Context: an optimization exercise on an open-source flow, tuned for small area and a short achievable clock period. The choices shown serve that exercise and are no tape-out recipe.
At most, simulation tests tie the RTL to the original design; equivalence was not proved.
The RTL of runs 6 to 8 was laid out without a check of its function.
Power is estimated from default activity; no workload was simulated.

[design/flow/run.sh]
#!/bin/bash
# synth_recipe.tcl (not shown) runs the flow's synth.tcl, then flattens the netlist and writes it again
# the make line also repeats each setting of config.mk as NAME=value (left out here)
make -C /OpenROAD-flow-scripts/flow DESIGN_CONFIG=/design/flow/config.mk WORK_HOME=/design/flow/orfs CLKGATE_MAP_FILE= SYNTH_SCRIPT=/design/flow/synth_recipe.tcl finish
[design/flow/config.mk]
export PLATFORM = sky130hd
export DESIGN_NAME = fifo
export DESIGN_NICKNAME = fifo
export VERILOG_FILES = /design/flow/design.v
export SDC_FILE = /design/flow/constraint.sdc
export NUM_CORES = 4
export LEC_CHECK = 0
export CAP_MARGIN = 20
export CORE_MARGIN = 2
export CORE_UTILIZATION = 65
export CTS_CLUSTER_DIAMETER = 60
export CTS_CLUSTER_SIZE = 30
export SETUP_SLACK_MARGIN = 1.45
export SLEW_MARGIN = 20
[design/flow/constraint.sdc]
create_clock -name core_clock -period 3.2 [get_ports {clk}]
set_input_delay 0.6400 -clock core_clock [delete_from_list [all_inputs] [get_ports {clk}]]
set_output_delay 0.6400 -clock core_clock [all_outputs]
set_load 0.01 [all_outputs]
[design/flow/design.v]
`timescale 1ns / 1ps
module fifo
#
(
	parameter		depth = 60,
	parameter		width = 8
)
(
	input				clk,
	input				rst_n,
	input				wr_en,
	input	[width-1:0]	data_in,
	input				rd_en,
	output	[width-1:0]	data_out,
	output				full,
	output				empty
);
localparam		rows = depth / 4;		 
reg	[width-1:0]	bank0	[rows-1:0];
reg	[width-1:0]	bank1	[rows-1:0];
reg	[width-1:0]	bank2	[rows-1:0];
reg	[width-1:0]	bank3	[rows-1:0];
reg	[1:0]		wbank;			 
reg	[1:0]		rbank;			 
reg	[3:0]		n0, n1, n2, n3;	 
reg				full_o;			 
reg				nempty_o;		 
reg				full_i;			 
reg				nempty;			 
reg	[3:0]		s0, s1, s2, s3;	 
reg	[1:0]		sn0, sn1, sn2, sn3;	 
reg	[width-1:0]	bq0, bq1, bq2, bq3;	 
reg	[width-1:0]	last_in;		 
reg				fresh;			 
reg	[3:0]		osel;			 
reg	[width-1:0]	rdata;
wire			push = wr_en & ~full_i;
wire			pop  = rd_en & nempty;
wire	[3:0]	wr_k = { 4{ push}} & (4'b0001 << wbank);	 
wire	[3:0]	rd_k = { 4{ pop}}  & (4'b0001 << rbank);	 
wire	[1:0]	wbank_n = push ? wbank + 2'd1 : wbank;
wire	[1:0]	rbank_n = pop  ? rbank + 2'd1 : rbank;
wire	[3:0]	one_k  = { (n3 == 4'd1) && (n0 == 4'd0), (n2 == 4'd1) && (n3 == 4'd0),
			   (n1 == 4'd1) && (n2 == 4'd0), (n0 == 4'd1) && (n1 == 4'd0)};
wire	[3:0]	most_k = { (n3 == rows-1) && (n0 == rows), (n2 == rows-1) && (n3 == rows),
			   (n1 == rows-1) && (n2 == rows), (n0 == rows-1) && (n1 == rows)};
wire			one  = one_k[rbank];
wire			most = most_k[wbank];
wire			empty_n = push ? 1'b0 : (pop ? one : ~nempty);
wire			full_n  = pop  ? 1'b0 : (push ? most : full_i);
wire			fresh_n = push & (~nempty | (pop & one));
function [3:0] inc4;
	input [3:0] n;
	begin
		case(n)
		4'd0: inc4 = 4'd1;
		4'd1: inc4 = 4'd2;
		4'd2: inc4 = 4'd3;
		4'd3: inc4 = 4'd4;
		4'd4: inc4 = 4'd5;
		4'd5: inc4 = 4'd6;
		4'd6: inc4 = 4'd7;
		4'd7: inc4 = 4'd8;
		4'd8: inc4 = 4'd9;
		4'd9: inc4 = 4'd10;
		4'd10: inc4 = 4'd11;
		4'd11: inc4 = 4'd12;
		4'd12: inc4 = 4'd13;
		4'd13: inc4 = 4'd14;
		4'd14: inc4 = 4'd15;
		4'd15: inc4 = 4'd0;
		endcase
	end
endfunction
function [3:0] dec4;
	input [3:0] n;
	begin
		case(n)
		4'd0: dec4 = 4'd15;
		4'd1: dec4 = 4'd0;
		4'd2: dec4 = 4'd1;
		4'd3: dec4 = 4'd2;
		4'd4: dec4 = 4'd3;
		4'd5: dec4 = 4'd4;
		4'd6: dec4 = 4'd5;
		4'd7: dec4 = 4'd6;
		4'd8: dec4 = 4'd7;
		4'd9: dec4 = 4'd8;
		4'd10: dec4 = 4'd9;
		4'd11: dec4 = 4'd10;
		4'd12: dec4 = 4'd11;
		4'd13: dec4 = 4'd12;
		4'd14: dec4 = 4'd13;
		4'd15: dec4 = 4'd14;
		endcase
	end
endfunction
function [3:0] count_k;
	input [3:0] n;
	input       up;
	input       dn;
	begin
		count_k = (up & ~dn) ? inc4(n) : (dn & ~up) ? dec4(n) : n;
	end
endfunction
wire	[3:0]	n0_n = count_k(n0, wr_k[0], rd_k[0]);
wire	[3:0]	n1_n = count_k(n1, wr_k[1], rd_k[1]);
wire	[3:0]	n2_n = count_k(n2, wr_k[2], rd_k[2]);
wire	[3:0]	n3_n = count_k(n3, wr_k[3], rd_k[3]);
always@(posedge clk or negedge rst_n)
begin
	if(!rst_n) begin
		wbank    <= 2'd0;
		rbank    <= 2'd0;
		n0       <= 4'd0;
		n1       <= 4'd0;
		n2       <= 4'd0;
		n3       <= 4'd0;
		full_o   <= 1'b0;
		nempty_o <= 1'b0;
		full_i   <= 1'b0;
		nempty   <= 1'b0;
	end else begin
		wbank    <= wbank_n;
		rbank    <= rbank_n;
		n0       <= n0_n;
		n1       <= n1_n;
		n2       <= n2_n;
		n3       <= n3_n;
		full_o   <= ~pop & (push ? most : full_o);
		nempty_o <= push | (pop ? ~one : nempty_o);
		full_i   <= full_n;
		nempty   <= ~empty_n;
	end
end
integer i;
always@(posedge clk)
begin
	if(wr_k[0]) begin
		for(i = rows-1; i > 0; i = i - 1)
			bank0[i] <= bank0[i-1];
		bank0[0] <= data_in;
	end
	if(wr_k[1]) begin
		for(i = rows-1; i > 0; i = i - 1)
			bank1[i] <= bank1[i-1];
		bank1[0] <= data_in;
	end
	if(wr_k[2]) begin
		for(i = rows-1; i > 0; i = i - 1)
			bank2[i] <= bank2[i-1];
		bank2[0] <= data_in;
	end
	if(wr_k[3]) begin
		for(i = rows-1; i > 0; i = i - 1)
			bank3[i] <= bank3[i-1];
		bank3[0] <= data_in;
	end
end
wire	[16*width-1:0]	flat0, flat1, flat2, flat3;
genvar g;
generate
	for(g = 0; g < 16; g = g + 1) begin : flat
		assign flat0[g*width +: width] = bank0[(g == 0) ? 0 : g-1];
		assign flat1[g*width +: width] = bank1[(g == 0) ? 0 : g-1];
		assign flat2[g*width +: width] = bank2[(g == 0) ? 0 : g-1];
		assign flat3[g*width +: width] = bank3[(g == 0) ? 0 : g-1];
	end
endgenerate
wire	[3:0]	t0 = { s0[3:2], ~sn0};
wire	[3:0]	t1 = { s1[3:2], ~sn1};
wire	[3:0]	t2 = { s2[3:2], ~sn2};
wire	[3:0]	t3 = { s3[3:2], ~sn3};
wire	[width-1:0]	rd0 = { flat0[t0*width+4 +: 4], flat0[s0*width +: 4]};
wire	[width-1:0]	rd1 = { flat1[t1*width+4 +: 4], flat1[s1*width +: 4]};
wire	[width-1:0]	rd2 = { flat2[t2*width+4 +: 4], flat2[s2*width +: 4]};
wire	[width-1:0]	rd3 = { flat3[t3*width+4 +: 4], flat3[s3*width +: 4]};
always@(posedge clk)
begin
	s0      <= n0_n;
	s1      <= n1_n;
	s2      <= n2_n;
	s3      <= n3_n;
	sn0     <= ~n0_n[1:0];
	sn1     <= ~n1_n[1:0];
	sn2     <= ~n2_n[1:0];
	sn3     <= ~n3_n[1:0];
	bq0     <= rd0;
	bq1     <= rd1;
	bq2     <= rd2;
	bq3     <= rd3;
	last_in <= data_in;
	fresh   <= fresh_n;
	osel    <= fresh_n ? 4'b0000 : (4'b0001 << rbank_n);
end
always@(posedge clk)
begin
	rdata <= ({ width{ fresh}} & last_in)
	       | ({ width{ osel[0]}} & bq0) | ({ width{ osel[1]}} & bq1)
	       | ({ width{ osel[2]}} & bq2) | ({ width{ osel[3]}} & bq3);
end
assign	data_out = rdata;
assign	empty    = ~nempty_o;
assign	full     = full_o;
endmodule
==> results of run 1 <==
[cells by family after synthesis]
kind of cell	count (synthesis)	share of synthesized area
multiplexers	147	0.1294
AND/OR/NAND/NOR	119	0.02540
buffers and inverters	78	0.01757
adder cells (fa/ha/maj)	24	0.01382
flip-flops	581	0.7621
AO/OA/AOI/OAI	148	0.04452
XOR/XNOR	18	0.007257
[flip-flops by register name, summed over array words and instances (netlist names), 120 cells and up]
signal	flops
bank1	120
bank0	120
bank2	120
bank3	120
[layout by cell type (no fill, tap or decap), types with 5 or more instances in the layout]
master	count
o21ai_0	10
nand3_1	10
o211ai_1	6
clkdlybuf4s50_1	9
nand4_1	6
inv_1	15
o21ai_1	5
inv_8	6
a211oi_1	18
buf_6	5
mux2i_1	39
mux4_2	107
a22oi_1	11
clkbuf_16	41
nor2_1	37
a222oi_1	8
inv_2	6
buf_2	5
dfxtp_1	64
dfxtp_2	5
dfrtp_1	20
buf_12	12
buf_4	50
edfxtp_1	480
o22ai_1	20
clkinv_1	5
a21oi_1	45
dfxtp_4	8
nand2b_1	5
o31ai_1	7
ha_1	21
nand2_1	38
xnor2_1	14
[critical path, cell delays in order (launching register included)]
cell	delay, ns
dfrtp_1	0.40
inv_2	0.08
buf_6	0.10
[power by group]
group / switching [mW] / internal (mW) / total (mW)
sequential: 1.44 / 10.4 / 11.9
clock: 2.51 / 2.40 / 4.91
combinational: 3.01 / 3.26 / 6.27
total: 6.96 / 16.1 / 23.0
[path summary, 6_finish.rpt]
path,startpoint,end,slack [ns],cells after the start
worst max-delay path,nempty_o$_DFF_PN0_,empty,1.47,2
worst min-delay path,bank2[4][5]$_DFFE_PP_,bank2[5][5]$_DFFE_PP_,0.44,0
worst max register to register,wbank[1]$_DFFE_PN0P_,bank1[3][1]$_DFFE_PP_,1.48,4
worst min register to register,bank2[4][5]$_DFFE_PP_,bank2[5][5]$_DFFE_PP_,0.44,0
max in group asynchronous,rst_n,wbank[0]$_DFFE_PN0P_,2.37,2
min in group asynchronous,rst_n,n2[2]$_DFF_PN0_,0.49,2
[routing by layer]
layer	wire length, µm	vias to the layer above	share of wire	track usage
met5	0	-	0	0
met4	790	0	0.021	0.05342
met3	1751	54	0.046	0.02570
met2	18390	235	0.48	0.3450
met1	17490	5399	0.46	0.3491
li1	-	4643	-	-
[area by class of cell]
cell class / count / share of cell area
clock inverter: 24 / 0.009763
inverter: 22 / 0.003545
clock buffer: 41 / 0.03905
sequential: 581 / 0.6816
timing repair buffer: 94 / 0.04090
tap: 442 / 0.02271
multi-input combinational: 458 / 0.2021
timing repair inverter: 1 / 0.0003083
[timing repair]
action / 4_1_cts / 5_1_grt
endpoints found under the setup margin: 542 / 415
buffers inserted: 16 / 19
cloned: 4 / 4
pin swaps: 5 / 5
resized for setup: 75 / 33
[per-stage QoR]
| step | TNS (ns) | total power, mW | instances | cell area, µm² |
|---|---|---|---|---|
| global placement | 0 | 17.61 | 1555 | 22600 |
| CTS | 0 | 22.89 | 1640 | 24050 |
| finish | 0 | 23.03 | 1663 | 24350 |
| global route | 0 | 24.18 | 1663 | 24350 |
| detailed placement | 0 | 17.72 | 1555 | 22600 |
| floorplan | -0.1916 | 15.83 | 1115 | 21760 |
[synthesized netlist by cell type, types with 11 or more instances]
| cell | count | share of area |
|---|---|---|
| a22oi_1 | 12 | 0.0041 |
| mux2i_1 | 40 | 0.018 |
| nand3_1 | 11 | 0.0025 |
| buf_2 | 17 | 0.0039 |
| xnor2_1 | 16 | 0.0065 |
| dfxtp_1 | 77 | 0.071 |
| a21oi_1 | 47 | 0.011 |
| a211oi_1 | 18 | 0.0062 |
| dfrtp_1 | 24 | 0.028 |
| ha_1 | 24 | 0.014 |
| nand2_1 | 38 | 0.0066 |
| clkbuf_1 | 26 | 0.0045 |
| inv_1 | 22 | 0.0038 |
| o22ai_1 | 20 | 0.0058 |
| o21ai_0 | 15 | 0.0035 |
| edfxtp_1 | 480 | 0.66 |
| nor2_1 | 37 | 0.0064 |
| mux4_2 | 107 | 0.11 |
==> results.ini, run 1 <==
[status]
status=complete, no violations

[cts]
cts_tree=yes
clkTransAtPathRegs_ns=0.09
clock-sinks=581
insertion_delay_ns=0.54
cts_buffers=37
cts_hold_buf=0
cts-root-buf=clkbuf_16
cts_max_level=2
cts_max_path_buffers=3

[floorplan]
core-area_um2=32700
ios=22
start_util=0.6643
rows=66
die_w_um=186.8
die_y_um=186.8
dieArea_um2=34900

[synth]
yosysSeqAreaShare=0.7621
synth-seq-cells=581
syn_inst=1115
synth_cell_types=42
syn_nets=1151
synth_edf_count=480
synth-main-ff-cell=edfxtp_1
synthArstFlopShare=0.04131
synth_area_um2=21720
avgSynthCellArea_um2=19.48
ys_warn_count=5

[routing]
ant_nets=0
remaining_drc_errors=0
first_pass_iters=6
initialDrtViolationCount=926
routed_via_density=6.212
routedWlPerCell_um=23.10
finalWirelength_mm=38.42
vias=10330

[grt]
grt_antenna_before_repair=3
grt_usage=0.2227
grt_max_degree=86
grt_pass1_wl_mm=60.13
grt_pass1_vias=10330
grt_overflow=0

[pwr]
vdd_drop_max_uv=717.6
power_density_nw_per_um2=945.9
leakage_nw=8.232

[sta]
max_freq_mhz=576.7
setup_viol=0
clock_skew_ns=0.03257
slew_headroom=0.3627
fin_crit_sh=0.5419
tightest_slew_ns=0.9559
fin_crit_ns=1.734
finalHoldViolations=0
slew_viol_final=0
setup_slack_ns=1.466
timing.hold.ws_ns=0.4371
rsz0062_at_grt=yes

[layout]
fin_util=0.7446
fillers=1921
diodes=0
seqCellArea_um2=16600
syn_to_final_growth_pct=12.09
multi_input_comb_area_um2=4922
drive_gt1_frac=0.2449
fin_nets=1231

[critical_path]
cp-end-kind=output port
worst_ep_arrival_time_ns=1.09
crit_path_start_kind=flip-flop
critPathRequiredTime_ns=2.56
critical_path_class=flip-flop to output port
path_max_fanout=2

[placed_design]
place_hpwl_mm=23.12
pre_cts_ws_ns=0.4671
place_congestion=0.8077
io_buffers=21

[flow_run]
cap_viol_max_count=0

[min_path]
hp-class=flip-flop to flip-flop

==> inputs of run 2 (changes only) <==
--- a/design/flow/config.mk
+++ b/design/flow/config.mk
@@ -8,5 +8,5 @@
 export CAP_MARGIN = 20
 export CORE_MARGIN = 2
-export CORE_UTILIZATION = 65
+export CORE_UTILIZATION = 72
 export CTS_CLUSTER_DIAMETER = 60
 export CTS_CLUSTER_SIZE = 30
==> run 2 against run 1 <==
Compared with the run above: sequential power is essentially flat; die area down 9.5%; power increased by 0.71%; largest power group unchanged.
==> results.ini, run 2 <==
[sta]
finalHoldViolations=0  ; unchanged
tightest_slew_ns=0.8386  ; -0.1174 ns
final.setup.tns_ns=0  ; unchanged
fin_crit_sh=0.5532  ; +0.01128
setup_viol=0  ; unchanged
rsz0062_at_grt=yes
clock_skew_ns=0.01954  ; -0.01303 ns
fin_crit_ns=1.770  ; +0.03609 ns
timing.hold.ws_ns=0.4353  ; -0.001822 ns
max_freq_mhz=564.9  ; -2.0%
slew_headroom=0.4402  ; +0.07748
slew_viol_final=0  ; unchanged

[layout]
diodes=0  ; unchanged
final_common_cell=edfxtp_1
syn_to_final_growth_pct=11.71
fillers=1435  ; -25%
postLayoutCellArea_um2=24270  ; -0.34%
fin_nets=1217  ; -1.1%
fin_util=0.8188  ; +0.07417
final_cell_mix=edfxtp_1 (480), mux4_2 (107), dfxtp_1 (65)
drive_gt1_frac=0.2477  ; +0.002840

[min_path]
hp-start=bank2[8][6]$_DFFE_PP_
hold-path-cell-count=0  ; unchanged
hp-class=flip-flop to flip-flop

[synth]
synth_top_area_share=0.6635  ; unchanged
ys_warn_count=5  ; unchanged
synth_area_um2=21720  ; unchanged
synthArstFlopShare=0.04131  ; unchanged
avgSynthCellArea_um2=19.48  ; unchanged
synth_edf_count=480  ; unchanged
synth_largest_area_cell=edfxtp_1
yosysSeqAreaShare=0.7621  ; unchanged
synth.area.top_cells=edfxtp_1 (66%), mux4_2 (11%), dfxtp_1 (7.1%)
synth_top_cells_by_count=edfxtp_1 (480), mux4_2 (107), dfxtp_1 (77)
syn_nets=1151  ; unchanged
synth.most_common_cell=edfxtp_1
synth_cell_types=42  ; unchanged
syn_inst=1115  ; unchanged
synth-main-ff-cell=edfxtp_1
synth-seq-cells=581  ; unchanged

[grt]
grt_pass1_wl_mm=61.45  ; +2.2%
grt_antenna_before_repair=2  ; -1
grt_usage=0.2632  ; +0.04047
grt_overflow=0  ; unchanged
grt_pass1_vias=10480  ; +1.5%
grt_max_degree=61  ; -29%

[placed_design]
dpl-instance-area_um2=22440  ; -0.71%
place_hpwl_mm=23.43  ; +1.4%
place_congestion=0.8943  ; +11%
io_buffers=21  ; unchanged

[floorplan]
die_w_um=177.7  ; -4.9%
ios=22  ; unchanged
rows=63  ; -4.5%
dieArea_um2=31580  ; -9.5%
die_y_um=177.7  ; -4.9%
start_util=0.7330  ; +0.06865
core-area_um2=29640  ; -9.4%

[cts]
cts_tree=yes
cts_hold_buf=0  ; unchanged
cts-root-buf=clkbuf_16
cts_buffers=36  ; -2.7%
cts_max_level=2  ; unchanged
clock-sinks=581  ; unchanged
cts_max_path_buffers=3  ; unchanged
clkTransAtPathRegs_ns=0.09  ; about the same
insertion_delay_ns=0.55  ; about the same

[critical_path]
critPathRequiredTime_ns=2.56  ; about the same
worst_ep_arrival_time_ns=1.13  ; +0.04 ns
slowest_stage=dfrtp_1
cp-end-kind=output port
critical_path_class=flip-flop to output port
path_max_fanout=2  ; unchanged
r2r_cells=3  ; -1
crit_path_start_kind=flip-flop
crit_start=nempty_o$_DFF_PN0_
r2r-start=s2[0]$_DFF_P_
worst_path_largest_cell_delay_ns=0.40  ; about the same
path_cells=inv_2, buf_6

[status]
status=complete, no violations

[routing]
topRoutingLayerUsed=met4
wl_met1_mm=16.65  ; -4.8%
finalWirelength_mm=39.85  ; +3.7%
first_pass_iters=8  ; +2
vias=10470  ; +1.4%
routed_via_density=6.557  ; +5.5%
wl_met2_mm=19.81  ; +7.7%
ant_nets=0  ; unchanged
remaining_drc_errors=0  ; unchanged
initialDrtViolationCount=1183  ; +28%
routedWlPerCell_um=24.95  ; +8.0%
dr_wl_met3_mm=2.521  ; +44%

[pwr]
power_density_nw_per_um2=955.9  ; +1.1%
vdd_drop_max_uv=694.2  ; -3.3%
power.total_mw=23.20  ; +0.71%
leakage_nw=8.191  ; -0.49%

[flow_run]
cap_viol_max_count=0  ; unchanged

[run 2: final cells by class]
cell class	count	area [µm²]	area share
clock inverters	23	285.3	0.01176
repair buffers	81	900.9	0.03712
well taps	390	488.0	0.02011
multi-input cells	459	4962	0.2045
flip-flops and latches	581	16590	0.6837
inverters	22	88.84	0.003661
clock buffers	41	950.9	0.03918
[run 2: metrics by stage]
step / setup slack [ns] / instances
after global placement: 0.5302 / 1497
after CTS: 1.391 / 1586
after detailed placement: 0.5264 / 1497
after floorplan: -0.07583 / 1115
after global routing: 1.390 / 1597
final: 1.430 / 1597
[run 2: cells by family (layout without fill, tap and decap cells)]
group	after synthesis	count (layout)	synth area share
compound gates	148	148	0.04452
xor+xnor	18	18	0.007257
mux	147	147	0.1294
flops	581	581	0.7621
simple gates	119	122	0.02540
buf+inv	78	167	0.01757
fa+ha+maj	24	24	0.01382
[run 2: worst max-delay path: cells and delay by family (launching register included)]
family,cells,cell delay (ns)
flip-flops,1,0.40
buffers and inverters,2,0.19
[run 2: worst paths after layout]
kind	end	slack (ns)
setup / recovery	empty	1.43
hold / removal	bank2[9][6]$_DFFE_PP_	0.44
setup reg to reg	bq2[3]$_DFF_P_	1.48
hold reg to reg	bank2[9][6]$_DFFE_PP_	0.44
max in group asynchronous	wbank[0]$_DFFE_PN0P_	2.41
min in group asynchronous	n2[3]$_DFF_PN0_	0.48
[run 2: routing by layer]
metal	global-route usage	up-vias
met5	0	-
met4	0.06899	0
met3	0.04092	60
met2	0.4099	362
met1	0.4026	5433
li1	-	4616
[run 2: what timing repair did]
item / in CTS / in global routing
resized for setup: 78 / 46
cloned: 8 / 2
setup endpoints to repair: 543 / 469
pin swaps: 4 / 8
buffers inserted: 17 / 9
[run 2: power breakdown]
group          total, mW  switching (mW)  internal [mW]  leakage (nW)
Clock               5.04            2.55           2.49         0.599
Combinational       6.26            3.06           3.21          2.25
Sequential          11.9            1.48           10.4          5.34
==> inputs of run 3 (changes only) <==
--- a/design/flow/config.mk
+++ b/design/flow/config.mk
@@ -8,7 +8,8 @@
 export CAP_MARGIN = 20
 export CORE_MARGIN = 2
-export CORE_UTILIZATION = 72
+export CORE_UTILIZATION = 65
 export CTS_CLUSTER_DIAMETER = 60
 export CTS_CLUSTER_SIZE = 30
 export SETUP_SLACK_MARGIN = 1.45
 export SLEW_MARGIN = 20
+export TNS_END_PERCENT = 10
==> run 3 against run 2 <==
Compared with the run above: setup slack better by 0.012 ns; cell count is 2.6% higher; sequential share of layout area hardly changed; power is 1.0% lower; clock power is 1% lower; critical path depth is 1 higher; non-clock buffer count is 8 lower; wire length is 3.7% lower; die area is 11% higher; global-route usage is 4.0 points lower; synthesized cell count stayed put.
==> results.ini, run 3 <==
[sta]
max_freq_mhz=568.6  ; +0.65%
setup_slack_ns=1.441  ; +0.01151 ns
clock_skew_ns=0.02667  ; +0.007127 ns
slew_headroom=0.4282  ; -0.01198
fin_crit_sh=0.5496  ; -0.003597
setup_viol=0  ; unchanged
fin_crit_ns=1.759  ; -0.01151 ns
finalHoldViolations=0  ; unchanged
tightest_slew_ns=0.8565  ; +0.01795 ns
slew_viol_final=0  ; unchanged
rsz0062_at_grt=yes

[cts]
cts_buffers=35  ; -2.8%
insertion_delay_ns=0.55  ; about the same
cts_max_path_buffers=3  ; unchanged
clock-sinks=581  ; unchanged
cts_tree=yes
clkTransAtPathRegs_ns=0.09  ; about the same
cts_hold_buf=0  ; unchanged
cts_max_level=2  ; unchanged
cts-root-buf=clkbuf_16

[pwr]
vdd_drop_max_uv=592.0  ; -15%
leakage_nw=8.170  ; -0.26%
power_density_nw_per_um2=947.5  ; -0.88%

[synth]
synth.area.top_cells=edfxtp_1 (66%), mux4_2 (11%), dfxtp_1 (7.1%)
synth-seq-cells=581  ; unchanged
synth_top_cells_by_count=edfxtp_1 (480), mux4_2 (107), dfxtp_1 (77)
synth_edf_count=480  ; unchanged
synth_cell_types=42  ; unchanged
yosysSeqAreaShare=0.7621  ; unchanged
synth.most_common_cell=edfxtp_1
synthArstFlopShare=0.04131  ; unchanged
synth_area_um2=21720  ; unchanged
syn_inst=1115  ; unchanged
synth-main-ff-cell=edfxtp_1
avgSynthCellArea_um2=19.48  ; unchanged
syn_nets=1151  ; unchanged
synth_top_area_share=0.6635  ; unchanged
ys_warn_count=5  ; unchanged
synth_largest_area_cell=edfxtp_1

[floorplan]
die_y_um=186.8  ; +5.1%
ios=22  ; unchanged
start_util=0.6643  ; -0.06865
dieArea_um2=34900  ; +11%
die_w_um=186.8  ; +5.1%
core-area_um2=32700  ; +10%
rows=66  ; +4.8%

[layout]
multi_input_comb_area_um2=4898  ; -1.3%
seqCellArea_um2=16570  ; -0.11%
final_common_cell=edfxtp_1
fin_util=0.7412  ; -0.07757
diodes=0  ; unchanged
drive_gt1_frac=0.2199  ; -0.02782
final_cell_mix=edfxtp_1 (480), mux4_2 (107), dfxtp_1 (70)
syn_to_final_growth_pct=11.58
fillers=1982  ; +38%
stdcell_count=1638  ; +2.6%
fin_nets=1206  ; -0.90%
postLayoutCellArea_um2=24240  ; -0.12%

[critical_path]
worst_ep_arrival_time_ns=2.16  ; +1.03 ns
crit_path_start_kind=flip-flop
critical_path_class=flip-flop to flip-flop
path_max_fanout=16  ; +14
cp-end-kind=flip-flop
critPathRequiredTime_ns=3.60  ; +1.04 ns

[placed_design]
dp.cells=1546  ; +3.3%
place_congestion=0.8594  ; -3.9%
dpl-instance-area_um2=22460  ; about the same
pre_cts_ws_ns=0.5794  ; +0.05300 ns
io_buffers=21  ; unchanged
place_hpwl_mm=22.37  ; -4.5%

[flow_run]
cap_viol_max_count=0  ; unchanged

[routing]
finalWirelength_mm=38.39  ; -3.7%
routed_via_density=6.222  ; -5.1%
remaining_drc_errors=0  ; unchanged
ant_nets=0  ; unchanged
vias=10190  ; -2.7%
first_pass_iters=5  ; -3
initialDrtViolationCount=1076  ; -9.0%
routedWlPerCell_um=23.43  ; -6.1%

[grt]
grt_overflow=0  ; unchanged
grt_pass1_wl_mm=59.65  ; -2.9%
grt_pass1_vias=10110  ; -3.5%
grt_usage=0.2236  ; -0.03960
grt_antenna_before_repair=3  ; +1
grt_max_degree=61  ; unchanged

[status]
status=complete, no violations

[min_path]
hp-class=flip-flop to flip-flop

run 3: cell count changes in the layout (fill, tap and decap cells not counted), moves of 4 or more:
cell and delta:
buf_2 -4, buf_4 -9, clkinv_1 +4, dfxtp_1 +5
dlygate4sd2_1 +4, ha_1 +4, inv_8 -4
run 3: logic make-up (layout without fill, tap and decap cells):
logic type,Yosys count,after routing,synth area share
multiplexers,147,147,0.1294
flip-flops,581,581,0.7621
adder cells (fa/ha/maj),24,24,0.01382
XOR/XNOR,18,18,0.007257
buffers and inverters,78,158,0.01757
AND/OR/NAND/NOR,119,120,0.02540
AO/OA/AOI/OAI,148,148,0.04452
run 3: critical path: stages (launching register included):
cell,delay [ns]
dfxtp_1,0.33
buf_6,0.23
mux4_2,0.54
mux4_2,0.53
run 3: stage by stage:
step / setup TNS (ns) / total power, mW / hold slack (ns)
floorplan: -0.1928 / 15.83 / 0.3444
global placement: 0 / 17.49 / 0.4224
detailed placement: 0 / 17.59 / 0.4285
CTS: 0 / 22.80 / 0.4433
global route: 0 / 24.11 / 0.4459
finish: 0 / 22.97 / 0.4440
run 3: area by class of cell:
cell class | instances | area share
Inverter | 22 | 0.003562
Sequential cell | 581 | 0.6838
Multi-Input combinational cell | 457 | 0.2021
Timing Repair Buffer | 73 | 0.03701
Clock buffer | 39 | 0.03980
Tap cell | 442 | 0.02282
Clock inverter | 24 | 0.01094
run 3: report_power, final:
group          switching, mW  internal (mW)  total [mW]
logic                   3.08           3.17        6.24
registers               1.36           10.4        11.7
clock network           2.53           2.45        4.98
run 3: worst paths after layout:
check,start,end,slack [ns],cells past startpoint
setup / recovery,s0[0]$_DFF_P_,bq0[2]$_DFF_P_,1.44,3
hold / removal,bank2[13][4]$_DFFE_PP_,bank2[14][4]$_DFFE_PP_,0.44,0
setup reg to reg,s0[0]$_DFF_P_,bq0[2]$_DFF_P_,1.44,3
hold reg to reg,bank2[13][4]$_DFFE_PP_,bank2[14][4]$_DFFE_PP_,0.44,0
max in group asynchronous,rst_n,wbank[0]$_DFFE_PN0P_,2.39,2
min in group asynchronous,rst_n,n2[3]$_DFF_PN0_,0.48,2
run 3: metal layers:
layer | GRT usage | vias up | share of wire
li1 | - | 4588 | -
met4 | 0.05372 | 0 | 0.020
met3 | 0.03077 | 42 | 0.056
met1 | 0.3613 | 5274 | 0.46
met5 | 0 | - | 0
met2 | 0.3314 | 288 | 0.47
run 3: timing repair:
item / 4_1_cts / 5_1_grt
pin swaps: 4 / 2
endpoints found under the setup margin: 518 / 404
resized for setup: 59 / 29
cloned: 6 / 4
buffers inserted: 4 / 15
==> inputs of run 4 (changes only) <==
--- a/design/flow/config.mk
+++ b/design/flow/config.mk
@@ -11,5 +11,5 @@
 export CTS_CLUSTER_DIAMETER = 60
 export CTS_CLUSTER_SIZE = 30
+export GPL_ROUTABILITY_DRIVEN = 0
 export SETUP_SLACK_MARGIN = 1.45
 export SLEW_MARGIN = 20
-export TNS_END_PERCENT = 10
==> run 4 against run 3 <==
Compared with the run above: hold slack worse by 0.0069 ns; sequential cell count did not move; first-iteration DRC count decreased by 14%; largest power group unchanged; highest routed layer unchanged.
==> results.ini, run 4 <==
[routing]
ant_nets=0  ; unchanged
routed_via_density=6.212  ; -0.16%
initialDrtViolationCount=926  ; -14%
vias=10330  ; +1.4%
first_pass_iters=6  ; +1
finalWirelength_mm=38.42  ; about the same
routedWlPerCell_um=23.10  ; -1.4%
remaining_drc_errors=0  ; unchanged

[synth]
synth_fa_ha_area_frac=0.01382  ; unchanged
ys_warn_count=5  ; unchanged
synth_edf_count=480  ; unchanged
synth_top_cells_by_count=edfxtp_1 (480), mux4_2 (107), dfxtp_1 (77)
avgSynthCellArea_um2=19.48  ; unchanged
synth.most_common_cell=edfxtp_1
synth-simple-area-share=0.02540  ; unchanged
synthArstFlopShare=0.04131  ; unchanged
syn_inst=1115  ; unchanged
synthMuxAreaShare=0.1294  ; unchanged
synth-seq-cells=581  ; unchanged
synth-main-ff-cell=edfxtp_1
synth_top_family_by_area=multiplexers
synth_area_um2=21720  ; unchanged
synth_xor_area_frac=0.007257  ; unchanged
synth.area.top_cells=edfxtp_1 (66%), mux4_2 (11%), dfxtp_1 (7.1%)
synth_cell_types=42  ; unchanged
synth_top_area_share=0.6635  ; unchanged
synth_compound_area_frac=0.04452  ; unchanged
syn_nets=1151  ; unchanged
synth_largest_area_cell=edfxtp_1
yosysSeqAreaShare=0.7621  ; unchanged

[cts]
cts_max_level=2  ; unchanged
insertion_delay_ns=0.54  ; about the same
clock-sinks=581  ; unchanged
cts_tree=yes
cts_max_path_buffers=3  ; unchanged
clkTransAtPathRegs_ns=0.09  ; about the same
cts_buffers=37  ; +5.7%
cts-root-buf=clkbuf_16

[critical_path]
critical_path_class=flip-flop to output port
cp-end-kind=output port
critPathRequiredTime_ns=2.56  ; -1.04 ns
worst_ep_arrival_time_ns=1.09  ; -1.07 ns
path_max_fanout=2  ; -14
crit_path_start_kind=flip-flop

[placed_design]
io_buffers=21  ; unchanged
dpl-instance-area_um2=22600  ; +0.64%
place_hpwl_mm=23.12  ; +3.3%

[grt]
met3_usage=0.02570  ; -0.005066
use_met2=0.3450  ; +0.01358
grt_antenna_before_repair=3  ; unchanged
grt_busiest_layer=met1
use_met1=0.3491  ; -0.01217
grt_overflow=0  ; unchanged
grt_pass1_vias=10330  ; +2.1%
grt_usage=0.2227  ; -0.0008688
grt_pass1_wl_mm=60.13  ; +0.80%
grt_max_degree=86  ; +41%

[floorplan]
die_w_um=186.8  ; unchanged
die_y_um=186.8  ; unchanged
ios=22  ; unchanged
core-area_um2=32700  ; unchanged
start_util=0.6643  ; unchanged
rows=66  ; unchanged
dieArea_um2=34900  ; unchanged

[sta]
setup_viol=0  ; unchanged
slew_headroom=0.3627  ; -0.06550
tightest_slew_ns=0.9559  ; +0.09942 ns
clock_skew_ns=0.03257  ; +0.005899 ns
rsz0062_at_grt=yes
finalHoldViolations=0  ; unchanged
fin_crit_sh=0.5419  ; -0.007681
timing.hold.ws_ns=0.4371  ; -0.006854 ns
fin_crit_ns=1.734  ; -0.02458 ns
max_freq_mhz=576.7  ; +1.4%
slew_viol_final=0  ; unchanged

[layout]
syn_to_final_growth_pct=12.09
diodes=0  ; unchanged
postLayoutCellArea_um2=24350  ; +0.46%
fin_util=0.7446  ; +0.003405
drive_gt1_frac=0.2449  ; +0.02498
final_cell_mix=edfxtp_1 (480), mux4_2 (107), dfxtp_1 (64)
final_common_cell=edfxtp_1
fin_nets=1231  ; +2.1%

[status]
status=complete, no violations

[pwr]
power_density_nw_per_um2=945.9  ; -0.16%
leakage_nw=8.232  ; +0.76%
vdd_drop_max_uv=717.6  ; +21%

[min_path]
hp-class=flip-flop to flip-flop

[flow_run]
cap_viol_max_count=0  ; unchanged

[run 4: cell types whose count changed in the layout (fill, tap and decap cells not counted), moves of 3 or more]
| cell | change |
|---|---|
| buf_16 | -5 |
| buf_12 | +5 |
| dfxtp_4 | +5 |
| dlygate4sd2_1 | -4 |
| dfxtp_1 | -6 |
| clkbuf_1 | +3 |
| buf_4 | +22 |
| inv_8 | +5 |
[run 4: worst max-delay path: stages (launching register included)]
cell,delay (ns)
dfrtp_1,0.40
inv_2,0.08
buf_6,0.10
[run 4: worst paths after layout]
| path | endpoint | slack [ns] | cells after the start | startpoint |
|---|---|---|---|---|
| worst min register to register | bank2[5][5]$_DFFE_PP_ | 0.44 | 0 | bank2[4][5]$_DFFE_PP_ |
| max in group asynchronous | wbank[0]$_DFFE_PN0P_ | 2.37 | 2 | rst_n |
| worst max register to register | bank1[3][1]$_DFFE_PP_ | 1.48 | 4 | wbank[1]$_DFFE_PN0P_ |
| worst min-delay path | bank2[5][5]$_DFFE_PP_ | 0.44 | 0 | bank2[4][5]$_DFFE_PP_ |
| worst max-delay path | empty | 1.47 | 2 | nempty_o$_DFF_PN0_ |
| min in group asynchronous | n2[2]$_DFF_PN0_ | 0.49 | 2 | rst_n |
[run 4: layer usage]
| metal | up-vias | part of all wire |
|---|---|---|
| li1 | 4643 | - |
| met1 | 5399 | 0.46 |
| met2 | 235 | 0.48 |
| met3 | 54 | 0.046 |
| met4 | 0 | 0.021 |
| met5 | - | 0 |
[run 4: stage by stage]
stage	worst slack [ns]	total power, mW	TNS (ns)	cells
2_1_floorplan	-0.07583	15.83	-0.1916	1115
3_3_place_gp	0.4892	17.61	0	1555
3_5_place_dp	0.4671	17.72	0	1555
4_1_cts	1.434	22.89	0	1640
5_1_grt	1.403	24.18	0	1663
6_report	1.466	23.03	0	1663
[run 4: logic make-up after synthesis]
| family | Yosys count |
|---|---|
| compound gates | 148 |
| simple gates | 119 |
| fa+ha+maj | 24 |
| xor+xnor | 18 |
| flops | 581 |
| mux | 147 |
| buf+inv | 78 |
[run 4: report_power, final]
group | switching [mW] | internal [mW]
logic | 3.01 | 3.26
clock network | 2.51 | 2.40
registers | 1.44 | 10.4
[run 4: cell type report]
class | count | area, µm²
Sequential cell | 581 | 16600
Fill cell | 1921 | 8351
Multi-Input combinational cell | 458 | 4922
Timing Repair Buffer | 94 | 996.0
Clock buffer | 41 | 950.9
Tap cell | 442 | 553.0
Clock inverter | 24 | 237.7
Inverter | 22 | 86.33
Timing Repair inverter | 1 | 7.507
[run 4: what timing repair did]
action | 4_1_cts | 5_1_grt
gates cloned | 4 | 4
resized for setup | 75 | 33
setup buffers | 16 | 19
pin swaps | 5 | 5
endpoints found under the setup margin | 542 | 415
hold buffers | 0 | 0
==> inputs of run 5 (changes only) <==
--- a/design/flow/config.mk
+++ b/design/flow/config.mk
@@ -9,7 +9,6 @@
 export CORE_MARGIN = 2
 export CORE_UTILIZATION = 65
-export CTS_CLUSTER_DIAMETER = 60
-export CTS_CLUSTER_SIZE = 30
-export GPL_ROUTABILITY_DRIVEN = 0
-export SETUP_SLACK_MARGIN = 1.45
+export CTS_CLUSTER_DIAMETER = 55
+export CTS_CLUSTER_SIZE = 28
+export SETUP_SLACK_MARGIN = 1.47
 export SLEW_MARGIN = 20
==> run 5 against run 4 <==
Compared with the run above: still clean; area after synthesis unchanged; sequential share of layout area down 0.85 points; power up 2.7%; critical path type unchanged.
==> results.ini, run 5 <==
[status]
status=complete, no violations

[sta]
clock_skew_ns=0.01930  ; -0.01327 ns
finalHoldViolations=0  ; unchanged
final.setup.tns_ns=0  ; unchanged
slew_viol_final=0  ; unchanged
tightest_slew_ns=0.9257  ; -0.03023 ns
fin_crit_ns=1.776  ; +0.04191 ns
rsz0062_at_grt=yes
fin_crit_sh=0.5550  ; +0.01310
max_freq_mhz=563.1  ; -2.4%
setup_slack_ns=1.424  ; -0.04191 ns
slew_headroom=0.3829  ; +0.02015
setup_viol=0  ; unchanged

[critical_path]
cp-end-kind=output port
path_cells=inv_2, buf_6
worst_ep_arrival_time_ns=1.14  ; +0.05 ns
critical_path_class=flip-flop to output port
regToRegEndpoint=bank1[5][7]$_DFFE_PP_
slowest_stage=dfrtp_1
path_delay_family=flip-flops
r2r_cells=4  ; unchanged
path_max_fanout=2  ; unchanged
worst_path_largest_cell_delay_ns=0.40  ; about the same
crit_path_start_kind=flip-flop
r2r-start=wbank[1]$_DFFE_PN0P_
critPathRequiredTime_ns=2.56  ; about the same
cp_num_buf_inv=2  ; unchanged
reg2reg_slack_ns=1.45  ; -0.03 ns

[synth]
ys_warn_count=5  ; unchanged
synthArstFlopShare=0.04131  ; unchanged
synth-seq-cells=581  ; unchanged
synth_top_area_share=0.6635  ; unchanged
synth_top_cells_by_count=edfxtp_1 (480), mux4_2 (107), dfxtp_1 (77)
synth_largest_area_cell=edfxtp_1
synth_edf_count=480  ; unchanged
synth.area.top_cells=edfxtp_1 (66%), mux4_2 (11%), dfxtp_1 (7.1%)
synth-main-ff-cell=edfxtp_1
synth.most_common_cell=edfxtp_1
syn_nets=1151  ; unchanged
synth_cell_types=42  ; unchanged
synth_area_um2=21720  ; unchanged
avgSynthCellArea_um2=19.48  ; unchanged
syn_inst=1115  ; unchanged
yosysSeqAreaShare=0.7621  ; unchanged

[cts]
cts_max_path_buffers=3  ; unchanged
clkTransAtPathRegs_ns=0.09  ; about the same
cts_max_level=2  ; unchanged
cts-root-buf=clkbuf_16
clock-sinks=581  ; unchanged
insertion_delay_ns=0.54  ; about the same
cts_buffers=37  ; unchanged
cts_tree=yes
cts_hold_buf=0  ; unchanged

[layout]
fin_util=0.7541  ; +0.009489
postLayoutCellArea_um2=24660  ; +1.3%
fin_nets=1241  ; +0.81%
fillers=1884  ; -1.9%
final_cell_mix=edfxtp_1 (480), mux4_2 (107), dfxtp_1 (65)
diodes=0  ; unchanged
seqCellArea_um2=16600  ; about the same
syn_to_final_growth_pct=13.52
drive_gt1_frac=0.2618  ; +0.01687
final_common_cell=edfxtp_1
multi_input_comb_area_um2=4965  ; +0.86%

[routing]
remaining_drc_errors=0  ; unchanged
ant_nets=0  ; unchanged
routed_via_density=6.224  ; +0.18%
routedWlPerCell_um=23.21  ; +0.47%
initialDrtViolationCount=960  ; +3.7%
first_pass_iters=8  ; +2
finalWirelength_mm=38.90  ; +1.3%
vias=10430  ; +0.97%

[grt]
grt_antenna_before_repair=3  ; unchanged
grt_max_degree=44  ; -49%
grt_usage=0.2246  ; +0.001865
grt_overflow=0  ; unchanged
grt_pass1_wl_mm=60.47  ; +0.57%
grt_pass1_vias=10410  ; +0.76%

[placed_design]
place_congestion=0.8077
place_hpwl_mm=23.12  ; unchanged
pre_cts_ws_ns=0.4671  ; unchanged
io_buffers=21  ; unchanged
dpl-instance-area_um2=22600  ; unchanged

[floorplan]
start_util=0.6643  ; unchanged
die_y_um=186.8  ; unchanged
rows=66  ; unchanged
core-area_um2=32700  ; unchanged
ios=22  ; unchanged
die_w_um=186.8  ; unchanged
dieArea_um2=34900  ; unchanged

[min_path]
hp-class=flip-flop to flip-flop
hold_end=bank2[14][3]$_DFFE_PP_
hp-start=bank2[13][3]$_DFFE_PP_
hold-path-cell-count=0  ; unchanged

[pwr]
leakage_nw=8.386  ; +1.9%
power_density_nw_per_um2=958.9  ; +1.4%
vdd_drop_max_uv=545.1  ; -24%

[flow_run]
cap_viol_max_count=0  ; unchanged

run 5: cell counts after synthesis:
No cell type changed its count.
run 5: where the power goes:
group / internal [mW] / switching [mW]
logic: 3.46 / 3.15
registers: 10.4 / 1.40
clock network: 2.64 / 2.58
total: 16.5 / 7.13
run 5: area by class of cell:
type                    instances  area share
flip-flops and latches        581      0.6731
multi-input cells             458      0.2013
repair buffers                104     0.04597
clock buffers                  46     0.04318
well taps                     442     0.02243
clock inverters                22     0.01020
inverters                      22    0.003501
repair inverters                1   0.0003044
run 5: repair_timing:
| item | CTS | global route |
|---|---|---|
| pin swaps | 3 | 6 |
| hold endpoints to repair | 0 | 0 |
| setup endpoints to repair | 547 | 416 |
| gates resized for setup | 90 | 30 |
| buffers inserted | 24 | 20 |
| cloned | 7 | 2 |
run 5: worst max-delay path by stage:
stage | startpoint | endpoint | slack, ns | cells after the start
6_report | nempty_o$_DFF_PN0_ | empty | 1.42 | 2
5_1_grt | rbank[1]$_DFF_PN0_ | n1[2]$_DFF_PN0_ | 1.38 | 6
4_1_cts | nempty_o$_DFF_PN0_ | empty | 1.42 | 2
3_5_place_dp | wr_en | n3[1]$_DFF_PN0_ | 0.47 | 6
3_3_place_gp | wr_en | n3[1]$_DFF_PN0_ | 0.49 | 6
2_1_floorplan | wr_en | n3[1]$_DFF_PN0_ | -0.08 | 5
run 5: worst reg2reg max path: stages (launching register included):
cell	delay, ns
dfrtp_1	0.44
inv_1	0.14
ha_1	0.26
and2_4	0.23
bufbuf_16	0.38
run 5: kinds of logic (layout without fill, tap and decap cells):
| logic type | count (synthesis) | after routing | share of synthesized area |
|---|---|---|---|
| flip-flops | 581 | 581 | 0.7621 |
| AND/OR/NAND/NOR | 119 | 121 | 0.02540 |
| XOR/XNOR | 18 | 18 | 0.007257 |
| multiplexers | 147 | 147 | 0.1294 |
| adder cells (fa/ha/maj) | 24 | 24 | 0.01382 |
| buffers and inverters | 78 | 195 | 0.01757 |
| AO/OA/AOI/OAI | 148 | 148 | 0.04452 |
run 5: per-layer routing:
layer / wire length, µm / up-vias / track usage
li1: - / 4659 / -
met1: 17840 / 5442 / 0.3511
met2: 18450 / 273 / 0.3477
met3: 1800 / 57 / 0.02946
met4: 813 / 0 / 0.05067
met5: 0 / - / 0
run 5: stage by stage:
stage	power, mW	hold WS (ns)	cells
final	23.65	0.4333	1676
after detailed placement	17.72	0.4279	1555
after global placement	17.61	0.4220	1555
after CTS	23.43	0.4395	1654
after global routing	24.78	0.4482	1676
after floorplan	15.83	0.3444	1115
==> inputs of run 6 (changes only) <==
--- a/design/flow/design.v
+++ b/design/flow/design.v
@@ -23,4 +23,5 @@
 reg	[1:0]		wbank;			 
 reg	[1:0]		rbank;			 
+reg	[3:0]		wen;			 
 reg	[3:0]		n0, n1, n2, n3;	 
 reg				full_o;			 
@@ -35,10 +36,32 @@
 reg	[3:0]		osel;			 
 reg	[width-1:0]	rdata;
+function [1:0] inc2;
+	input [1:0] b;
+	begin
+		case(b)
+		2'd0: inc2 = 2'd1;
+		2'd1: inc2 = 2'd2;
+		2'd2: inc2 = 2'd3;
+		2'd3: inc2 = 2'd0;
+		endcase
+	end
+endfunction
+function [3:0] onehot;
+	input [1:0] b;
+	begin
+		case(b)
+		2'd0: onehot = 4'b0001;
+		2'd1: onehot = 4'b0010;
+		2'd2: onehot = 4'b0100;
+		2'd3: onehot = 4'b1000;
+		endcase
+	end
+endfunction
 wire			push = wr_en & ~full_i;
 wire			pop  = rd_en & nempty;
-wire	[3:0]	wr_k = { 4{ push}} & (4'b0001 << wbank);	 
-wire	[3:0]	rd_k = { 4{ pop}}  & (4'b0001 << rbank);	 
-wire	[1:0]	wbank_n = push ? wbank + 2'd1 : wbank;
-wire	[1:0]	rbank_n = pop  ? rbank + 2'd1 : rbank;
+wire	[3:0]	wr_k = { 4{ wr_en}} & wen;			 
+wire	[3:0]	rd_k = { 4{ pop}}  & onehot(rbank);	 
+wire	[1:0]	wbank_n = push ? inc2(wbank) : wbank;
+wire	[1:0]	rbank_n = pop  ? inc2(rbank) : rbank;
 wire	[3:0]	one_k  = { (n3 == 4'd1) && (n0 == 4'd0), (n2 == 4'd1) && (n3 == 4'd0),
 			   (n1 == 4'd1) && (n2 == 4'd0), (n0 == 4'd1) && (n1 == 4'd0)};
@@ -113,4 +136,5 @@
 		wbank    <= 2'd0;
 		rbank    <= 2'd0;
+		wen      <= 4'b0001;
 		n0       <= 4'd0;
 		n1       <= 4'd0;
@@ -124,4 +148,5 @@
 		wbank    <= wbank_n;
 		rbank    <= rbank_n;
+		wen      <= full_n ? 4'b0000 : onehot(wbank_n);
 		n0       <= n0_n;
 		n1       <= n1_n;
@@ -192,5 +217,5 @@
 	last_in <= data_in;
 	fresh   <= fresh_n;
-	osel    <= fresh_n ? 4'b0000 : (4'b0001 << rbank_n);
+	osel    <= fresh_n ? 4'b0000 : onehot(rbank_n);
 end
 always@(posedge clk)
--- a/design/flow/config.mk
+++ b/design/flow/config.mk
@@ -9,6 +9,6 @@
 export CORE_MARGIN = 2
 export CORE_UTILIZATION = 65
-export CTS_CLUSTER_DIAMETER = 55
-export CTS_CLUSTER_SIZE = 28
-export SETUP_SLACK_MARGIN = 1.47
+export CTS_CLUSTER_DIAMETER = 60
+export CTS_CLUSTER_SIZE = 30
+export SETUP_SLACK_MARGIN = 1.45
 export SLEW_MARGIN = 20
==> run 6 against run 5 <==
Compared with the run above: maximum frequency fell by 1.0%; global-route usage rose by 0.64 points; area after synthesis rose by 2.6%; highest routed layer unchanged; largest power group unchanged; critical path type is now flip-flop to flip-flop; largest cell class unchanged; final area rose by 1.1%.
==> results.ini, run 6 <==
[critical_path]
critPathRequiredTime_ns=3.62  ; +1.06 ns
cp_num_buf_inv=1  ; -1
crit_path_start_kind=flip-flop
path_delay_family=simple AND/OR/NAND/NOR gates
worst_ep_arrival_time_ns=2.22  ; +1.08 ns
cp-end-kind=flip-flop
slowest_stage=or4_4
path_cells=buf_6, ha_4, nand4_1, nor3_2, or4_4, o21ba_4
r2r-start=n2[0]$_DFF_PN0_
worst_path_largest_cell_delay_ns=0.56  ; +0.16 ns
critical_path_class=flip-flop to flip-flop
path_max_fanout=4  ; +2
r2r_cells=6  ; +2
reg2reg_slack_ns=1.41  ; -0.04 ns
regToRegEndpoint=full_o$_DFF_PN0_

[floorplan]
ios=22  ; unchanged
dieArea_um2=35810  ; +2.6%
start_util=0.6617  ; -0.002604
core-area_um2=33700  ; +3.1%
rows=67  ; +1.5%
die_w_um=189.2  ; +1.3%
die_y_um=189.2  ; +1.3%

[layout]
drive_gt1_frac=0.2467  ; -0.01503
final_common_cell=edfxtp_1
seqCellArea_um2=16690  ; +0.57%
multi_input_comb_area_um2=5579  ; +12%
fin_nets=1313  ; +5.8%
final_cell_mix=edfxtp_1 (480), mux4_2 (104), dfxtp_1 (68)
syn_to_final_growth_pct=11.81
fillers=2011  ; +6.7%

[routing]
ant_nets=0  ; unchanged
vias=11070  ; +6.1%
finalWirelength_mm=40.64  ; +4.5%
routedWlPerCell_um=23.28  ; +0.28%
initialDrtViolationCount=1038  ; +8.1%
first_pass_iters=6  ; -2
remaining_drc_errors=0  ; unchanged
routed_via_density=6.341  ; +1.9%

[flow_run]
cap_viol_max_count=0  ; unchanged

[placed_design]
io_buffers=21  ; unchanged
place_hpwl_mm=25.16  ; +8.9%
place_congestion=0.8724  ; +8.0%

[synth]
synth_edf_count=480  ; unchanged
avgSynthCellArea_um2=18.35  ; -5.8%
synthArstFlopShare=0.04786  ; +0.006555
synth-main-ff-cell=edfxtp_1
yosysSeqAreaShare=0.7470  ; -0.01512
synth_area_um2=22300  ; +2.6%
synth-seq-cells=585  ; +0.69%
synth_top_area_share=0.6464  ; -0.01712
synth_top_cells_by_count=edfxtp_1 (480), mux4_2 (104), dfxtp_1 (77)
synth.area.top_cells=edfxtp_1 (65%), mux4_2 (11%), dfxtp_1 (6.9%)
syn_nets=1257  ; +9.2%
synth_cell_types=59  ; +40%
synth.most_common_cell=edfxtp_1
synth_largest_area_cell=edfxtp_1
ys_warn_count=5  ; unchanged
syn_inst=1215  ; +9.0%

[cts]
cts_hold_buf=0  ; unchanged
cts_tree=yes
cts_max_path_buffers=3  ; unchanged
clkTransAtPathRegs_ns=0.08  ; about the same
cts_buffers=37  ; unchanged
insertion_delay_ns=0.55  ; about the same
cts-root-buf=clkbuf_16
clock-sinks=585  ; +0.69%
cts_max_level=2  ; unchanged

[min_path]
hp-start=bank0[5][6]$_DFFE_PP_
hold_end=bank0[6][6]$_DFFE_PP_
hp-class=flip-flop to flip-flop
hold-path-cell-count=0  ; unchanged

[grt]
grt_pass1_wl_mm=62.85  ; +3.9%
grt_usage=0.2310  ; +0.006430
grt_antenna_before_repair=3  ; unchanged
grt_pass1_vias=10920  ; +4.9%
grt_max_degree=77  ; +75%
grt_overflow=0  ; unchanged

[sta]
finalHoldViolations=0  ; unchanged
final.setup.tns_ns=0  ; unchanged
slew_headroom=0.4582  ; +0.07533
slew_viol_final=0  ; unchanged
setup_viol=0  ; unchanged
max_freq_mhz=557.2  ; -1.0%
fin_crit_sh=0.5608  ; +0.005844
clock_skew_ns=0.02294  ; +0.003635 ns
tightest_slew_ns=0.8116  ; -0.1141 ns
rsz0062_at_grt=yes
fin_crit_ns=1.795  ; +0.01870 ns

[pwr]
vdd_drop_max_uv=640.4  ; +17%
leakage_nw=8.347  ; -0.47%
power_density_nw_per_um2=895.9  ; -6.6%
power.total_mw=22.34  ; -5.5%

[status]
status=complete, no violations

-- run 6: worst reg2reg max path, stage by stage (launching register included) --
cell	delay, ns
dfrtp_2	0.44
buf_6	0.14
ha_4	0.17
nand4_1	0.11
nor3_2	0.06
or4_4	0.56
o21ba_4	0.21
-- run 6: metal layers --
layer / part of all wire / vias up / global-route usage
met4: 0.022 / 0 / 0.06351
met3: 0.055 / 54 / 0.03040
li1: - / 5002 / -
met1: 0.44 / 5715 / 0.3579
met2: 0.48 / 301 / 0.3555
met5: 0 / - / 0
-- run 6: per-stage QoR --
stage          utilization  instance area (µm²)  cells  setup WS [ns]  hold slack [ns]
2_1_floorplan            -                22360   1215        -0.3192           0.3444
5_1_grt             0.7398                24930   1745          1.356           0.4416
4_1_cts             0.7296                24590   1727          1.248           0.4372
3_5_place_dp        0.6857                23110   1651         0.4524           0.4274
6_report            0.7398                24930   1746          1.405           0.4336
3_3_place_gp        0.6857                23110   1651         0.5281           0.4220
-- run 6: layout make-up --
type                       instances  share of cell area
sequential                       585              0.6695
inverter                          27            0.004767
tap                              448             0.02248
timing repair buffer              77             0.02941
clock inverter                    24             0.01094
multi-input combinational        543              0.2238
antenna                            1           0.0001004
clock buffer                      41             0.03899
-- run 6: what timing repair did --
item	4_1_cts	5_1_grt
gates cloned	0	2
pin swaps	4	10
setup endpoints to repair	563	61
resized for setup	85	66
setup buffers	11	16
-- run 6: kinds of logic after synthesis --
group | synth area share
flops | 0.7470
compound gates | 0.05656
simple gates | 0.03821
mux | 0.1234
buf+inv | 0.01801
fa+ha+maj | 0.01683
-- run 6: worst max path at each step --
stage,start,to,slack [ns],cells after the start
global placement,wr_en,bank3[11][0]$_DFFE_PP_,0.53,4
finish,n2[0]$_DFF_PN0_,full_o$_DFF_PN0_,1.41,6
CTS,nempty_o$_DFF_PN0_,empty,1.25,2
floorplan,wr_en,n0[0]$_DFF_PN0_,-0.32,6
detailed placement,wr_en,n1[0]$_DFF_PN0_,0.45,6
global route,rbank[1]$_DFF_PN0_,sn1[0]$_DFF_P_,1.36,6
-- run 6: power by group --
part / internal [mW] / total (mW) / switching [mW]
logic: 3.00 / 6.11 / 3.11
clock network: 2.41 / 5.02 / 2.61
registers: 9.94 / 11.2 / 1.26
total: 15.4 / 22.3 / 6.98
==> inputs of run 7 (changes only) <==
--- a/design/flow/config.mk
+++ b/design/flow/config.mk
@@ -11,4 +11,4 @@
 export CTS_CLUSTER_DIAMETER = 60
 export CTS_CLUSTER_SIZE = 30
-export SETUP_SLACK_MARGIN = 1.45
+export SETUP_SLACK_MARGIN = 1.52
 export SLEW_MARGIN = 20
==> run 7 against run 6 <==
Compared with the run above: maximum frequency is 0.54% higher; setup slack better by 0.0096 ns; sequential share of layout area is 0.90 points lower; wire length is 1.4% higher; cell count is 0.92% higher; power is 2.2% higher; clock power hardly changed; first-iteration DRC count is 7.8% higher; core utilization is 1.0 points higher; non-clock buffer count is 16 higher; critical path type is now flip-flop to output port; largest power group unchanged.
==> results.ini, run 7 <==
[status]
status=complete, no violations

[synth]
synth_area_um2=22300  ; unchanged
syn_inst=1215  ; unchanged
synth_top_cells_by_count=edfxtp_1 (480), mux4_2 (104), dfxtp_1 (77)
yosysSeqAreaShare=0.7470  ; unchanged
synth_top_area_share=0.6464  ; unchanged
avgSynthCellArea_um2=18.35  ; unchanged
synth_cell_types=59  ; unchanged
synth_largest_area_cell=edfxtp_1
syn_nets=1257  ; unchanged
synth.most_common_cell=edfxtp_1
synth-main-ff-cell=edfxtp_1
synth-seq-cells=585  ; unchanged
synthArstFlopShare=0.04786  ; unchanged
ys_warn_count=5  ; unchanged
synth_edf_count=480  ; unchanged
synth.area.top_cells=edfxtp_1 (65%), mux4_2 (11%), dfxtp_1 (6.9%)

[sta]
clock_skew_ns=0.02338  ; +0.0004398 ns
slew_viol_final=0  ; unchanged
tightest_slew_ns=0.8154  ; +0.003791 ns
finalHoldViolations=0  ; unchanged
timing.hold.ws_ns=0.4363  ; +0.002702 ns
fin_crit_sh=0.5578  ; -0.002991
fin_crit_ns=1.785  ; -0.009570 ns
setup_viol=0  ; unchanged
rsz0062_at_grt=yes
slew_headroom=0.4557  ; -0.002531
max_freq_mhz=560.2  ; +0.54%

[layout]
syn_to_final_growth_pct=13.38
final_cell_mix=edfxtp_1 (480), mux4_2 (104), dfxtp_1 (66)
fin_nets=1329  ; +1.2%
drive_gt1_frac=0.2734  ; +0.02670
postLayoutCellArea_um2=25280  ; +1.4%
fillers=1959  ; -2.6%
fin_util=0.7503  ; +0.01043
final_common_cell=edfxtp_1

[cts]
insertion_delay_ns=0.55  ; about the same
cts_max_level=2  ; unchanged
cts_tree=yes
cts_buffers=37  ; unchanged
cts_max_path_buffers=3  ; unchanged
cts_hold_buf=0  ; unchanged
cts-root-buf=clkbuf_16
clock-sinks=585  ; unchanged
clkTransAtPathRegs_ns=0.10  ; +0.02 ns

[pwr]
power.total_mw=22.82  ; +2.2%
leakage_nw=8.462  ; +1.4%
power_density_nw_per_um2=902.7  ; +0.76%
vdd_drop_max_uv=639.9  ; about the same

[placed_design]
place_hpwl_mm=25.16  ; unchanged
dpl-instance-area_um2=23110  ; unchanged
io_buffers=21  ; unchanged
place_congestion=0.8724  ; unchanged

[grt]
grt_pass1_wl_mm=63.83  ; +1.6%
grt_usage=0.2351  ; +0.004132
grt_pass1_vias=11030  ; +1.0%
grt_max_degree=77  ; unchanged
grt_antenna_before_repair=3  ; unchanged
grt_overflow=0  ; unchanged

[critical_path]
critical_path_class=flip-flop to output port
cp-end-kind=output port
worst_ep_arrival_time_ns=1.15  ; -1.07 ns
regToRegEndpoint=full_o$_DFF_PN0_
r2r-start=n2[1]$_DFF_PN0_
path_max_fanout=2  ; -2
crit_start=nempty_o$_DFF_PN0_
crit_end=empty
reg2reg_slack_ns=1.43  ; +0.02 ns
r2r_cells=5  ; -1
crit_path_start_kind=flip-flop
critPathRequiredTime_ns=2.56  ; -1.06 ns

[floorplan]
core-area_um2=33700  ; unchanged
dieArea_um2=35810  ; unchanged
ios=22  ; unchanged
die_y_um=189.2  ; unchanged
start_util=0.6617  ; unchanged
rows=67  ; unchanged
die_w_um=189.2  ; unchanged

[routing]
ant_nets=0  ; unchanged
vias=11170  ; +0.92%
remaining_drc_errors=0  ; unchanged
first_pass_iters=7  ; +1
routedWlPerCell_um=23.38  ; +0.45%
initialDrtViolationCount=1119  ; +7.8%
finalWirelength_mm=41.20  ; +1.4%
routed_via_density=6.342  ; about the same

[min_path]
hp-class=flip-flop to flip-flop

[flow_run]
cap_viol_max_count=0  ; unchanged

run 7: cell counts after synthesis:
Identical to the previous run, type by type.
run 7: through the flow:
step	setup TNS, ns	setup WS (ns)	cells
5_1_grt	0	1.368	1761
4_1_cts	0	1.385	1740
6_report	0	1.415	1762
3_5_place_dp	0	0.4524	1651
2_1_floorplan	-4.139	-0.3192	1215
3_3_place_gp	0	0.5281	1651
run 7: report_power, final:
part	leakage, nW	internal (mW)	switching (mW)	total [mW]
clock	0.603	2.41	2.62	5.04
sequential	5.37	9.95	1.29	11.2
combinational	2.49	3.31	3.24	6.54
run 7: critical path, cell delays in order (launching register included):
cell	delay, ns
dfrtp_1	0.43
inv_1	0.07
buf_2	0.12
run 7: how the worst min path moves through the flow:
stage | cells past startpoint | end | startpoint | slack [ns]
after floorplan | 0 | full_i$_DFF_PN0_ | rst_n | 0.34
after global placement | 0 | bank3[14][0]$_DFFE_PP_ | bank3[13][0]$_DFFE_PP_ | 0.42
after detailed placement | 0 | bank2[6][0]$_DFFE_PP_ | bank2[5][0]$_DFFE_PP_ | 0.43
after CTS | 0 | bank0[6][6]$_DFFE_PP_ | bank0[5][6]$_DFFE_PP_ | 0.44
after global routing | 0 | bank1[10][0]$_DFFE_PP_ | bank1[9][0]$_DFFE_PP_ | 0.44
final | 0 | bank1[10][0]$_DFFE_PP_ | bank1[9][0]$_DFFE_PP_ | 0.44
run 7: repair_timing:
| item | in CTS | in global routing |
|---|---|---|
| pin swaps | 7 | 15 |
| gates resized for setup | 137 | 68 |
| cloned | 3 | 0 |
| setup buffers | 21 | 21 |
| setup endpoints to repair | 570 | 146 |
| hold endpoints to repair | 0 | 0 |
run 7: cell families (layout without fill, tap and decap cells):
group,count (synthesis),count (layout),share of synthesized area
AOI/OAI and AO/OA,188,188,0.05656
adders and majority gates,30,30,0.01683
buffers and inverters,87,185,0.01801
DFF,585,585,0.7470
muxes,145,145,0.1234
other,0,1,0
and+or+nand+nor,180,180,0.03821
run 7: final cells by class:
class | instances | area, µm² | share of cell area
timing repair buffer | 93 | 932.1 | 0.03687
sequential | 585 | 16700 | 0.6606
antenna | 1 | 2.502 | 0.00009897
tap | 448 | 560.5 | 0.02217
inverter | 27 | 121.4 | 0.004800
clock buffer | 41 | 972.2 | 0.03845
clock inverter | 24 | 272.8 | 0.01079
multi-input combinational | 543 | 5720 | 0.2262
run 7: metal layers:
layer  vias up  GRT usage  routed length [µm]
met2       281     0.3597               19550
met3        68    0.03133                2053
met1      5772     0.3636               18500
met4         0    0.07036                1105
met5         -          0                   0
li1       5053          -                   -
==> inputs of run 8 (changes only) <==
--- a/design/flow/config.mk
+++ b/design/flow/config.mk
@@ -11,4 +11,4 @@
 export CTS_CLUSTER_DIAMETER = 60
 export CTS_CLUSTER_SIZE = 30
-export SETUP_SLACK_MARGIN = 1.52
+export SETUP_SLACK_MARGIN = 1.47
 export SLEW_MARGIN = 20
==> run 8 against run 7 <==
Compared with the run above: count of clock-buffer cells in the layout stayed put; sequential power about the same; non-clock buffer count fell by 12; critical path depth stayed put; core utilization decreased by 0.68 points; sequential cell count did not move; die area stayed put; area after synthesis is the same; hold slack lost 0.0021 ns; sequential share of layout area grew 0.58 points; synthesized cell count stayed put.
==> results.ini, run 8 <==
[synth]
synth_largest_area_cell=edfxtp_1
synth_top_family_by_area=multiplexers
synth_area_um2=22300  ; unchanged
synthMuxAreaShare=0.1234  ; unchanged
yosysSeqAreaShare=0.7470  ; unchanged
avgSynthCellArea_um2=18.35  ; unchanged
synth_compound_area_frac=0.05656  ; unchanged
synth_top_area_share=0.6464  ; unchanged
synthArstFlopShare=0.04786  ; unchanged
syn_inst=1215  ; unchanged
synth_top_cells_by_count=edfxtp_1 (480), mux4_2 (104), dfxtp_1 (77)

[sta]
setup_viol=0  ; unchanged
rsz0062_at_grt=yes
finalHoldViolations=0  ; unchanged
clock_skew_ns=0.02446  ; +0.001082 ns
slew_headroom=0.4509  ; -0.004731
fin_crit_ns=1.780  ; -0.004810 ns
setup_slack_ns=1.420  ; +0.004810 ns

[status]
status=complete, no violations

[pwr]
leakage_nw=8.372  ; -1.1%
vdd_drop_max_uv=638.9  ; -0.16%
power_density_nw_per_um2=899.1  ; -0.40%

[critical_path]
r2r-start=n2[1]$_DFF_PN0_
critPathRequiredTime_ns=2.56  ; about the same
reg2reg_slack_ns=1.45  ; +0.02 ns
slowest_stage=dfrtp_1
cp-end-kind=output port
path_cells=inv_1, buf_2
r2r_cells=5  ; unchanged
critical_path_class=flip-flop to output port
worst_path_largest_cell_delay_ns=0.43  ; about the same
crit_path_start_kind=flip-flop
regToRegEndpoint=full_o$_DFF_PN0_

[placed_design]
pre_cts_ws_ns=0.4524  ; unchanged
place_hpwl_mm=25.16  ; unchanged
io_buffers=21  ; unchanged
place_congestion=0.8724  ; unchanged
dpl-instance-area_um2=23110  ; unchanged

[cts]
cts_tree=yes
cts_max_level=2  ; unchanged
cts_hold_buf=0  ; unchanged
clock-sinks=585  ; unchanged
cts_buffers=37  ; unchanged
clkTransAtPathRegs_ns=0.08  ; -0.02 ns

[routing]
wl_met2_mm=19.53  ; about the same
wl_met1_mm=18.18  ; -1.7%
vias=11080  ; -0.88%
first_pass_iters=6  ; -1
topRoutingLayerUsed=met4
routedWlPerCell_um=23.32  ; -0.25%
dr_wl_met3_mm=2.189  ; +6.6%
initialDrtViolationCount=1141  ; +2.0%

[layout]
final_cell_mix=edfxtp_1 (480), mux4_2 (104), dfxtp_1 (68)
drive_gt1_frac=0.2583  ; -0.01516
final_common_cell=edfxtp_1
fin_util=0.7435  ; -0.006757
syn_to_final_growth_pct=12.36
postLayoutCellArea_um2=25060  ; -0.90%
multi_input_comb_area_um2=5642  ; -1.4%
fin_nets=1317  ; -0.90%

[flow_run]
cap_viol_max_count=0  ; unchanged

[grt]
grt_pass1_wl_mm=62.96  ; -1.4%
grt_overflow=0  ; unchanged
grt_usage=0.2313  ; -0.003839
grt_pass1_vias=10930  ; -0.87%

[floorplan]
dieArea_um2=35810  ; unchanged
die_w_um=189.2  ; unchanged
rows=67  ; unchanged
die_y_um=189.2  ; unchanged
core-area_um2=33700  ; unchanged

[min_path]
hp-class=flip-flop to flip-flop

==> run 8: cell families after synthesis <==
group,after synthesis
DFF,585
AOI/OAI and AO/OA,188
and+or+nand+nor,180
muxes,145
buffers and inverters,87
adders and majority gates,30
==> run 8: worst max path at each step <==
stage | from | end | slack (ns)
finish | nempty_o$_DFF_PN0_ | empty | 1.42
global route | nempty_o$_DFF_PN0_ | empty | 1.37
detailed placement | wr_en | n1[0]$_DFF_PN0_ | 0.45
floorplan | wr_en | n0[0]$_DFF_PN0_ | -0.32
CTS | nempty_o$_DFF_PN0_ | empty | 1.39
global placement | wr_en | bank3[11][0]$_DFFE_PP_ | 0.53
==> run 8: final cells by class <==
cell class,instances,share of cell area
Multi-Input combinational cell,543,0.2252
Inverter,27,0.004844
Clock inverter,24,0.01089
Antenna cell,1,0.00009987
Sequential cell,585,0.6664
Tap cell,448,0.02237
Timing Repair Buffer,81,0.03146
Clock buffer,41,0.03880
==> run 8: what timing repair did <==
item                                    CTS  global route
setup buffers                            13            18
pin swaps                                 4            17
hold endpoints to repair                  0             0
endpoints found under the setup margin  564            55
gates resized for setup                 106            69
gates cloned                              0             2
==> run 8: worst max-delay path: cells and delay by family, from the launching register on <==
kind | cells | cell delay [ns]
buffers and inverters | 2 | 0.19
DFF | 1 | 0.43
==> run 8: power by group <==
group	internal, mW	switching [mW]
Clock	2.41	2.62
Combinational	3.12	3.16
Sequential	9.94	1.28
Total	15.5	7.05
==> run 8: layer usage <==
metal / up-vias / GRT usage
met5: - / 0
met4: 0 / 0.06619
met3: 54 / 0.03114
met2: 325 / 0.3538
met1: 5683 / 0.3588
li1: 5014 / -
==> run 8: stage by stage <==
stage	cells	hold slack (ns)	total power, mW	TNS [ns]
after global placement	1651	0.4220	16.74	0
after floorplan	1215	0.3444	15.13	-4.139
after CTS	1729	0.4372	22.17	0
after global routing	1749	0.4433	23.61	0
final	1750	0.4342	22.53	0
after detailed placement	1651	0.4274	16.88	0

Re-timed with assumed drivers on the ports (clkbuf_16 on the clock, buf_2 on other inputs), run 8 has 1.365 ns of setup slack against 1.420 ns with ideal ports, and 0.953 ns once port delays also move by the mid clock arrival of 0.589 ns.
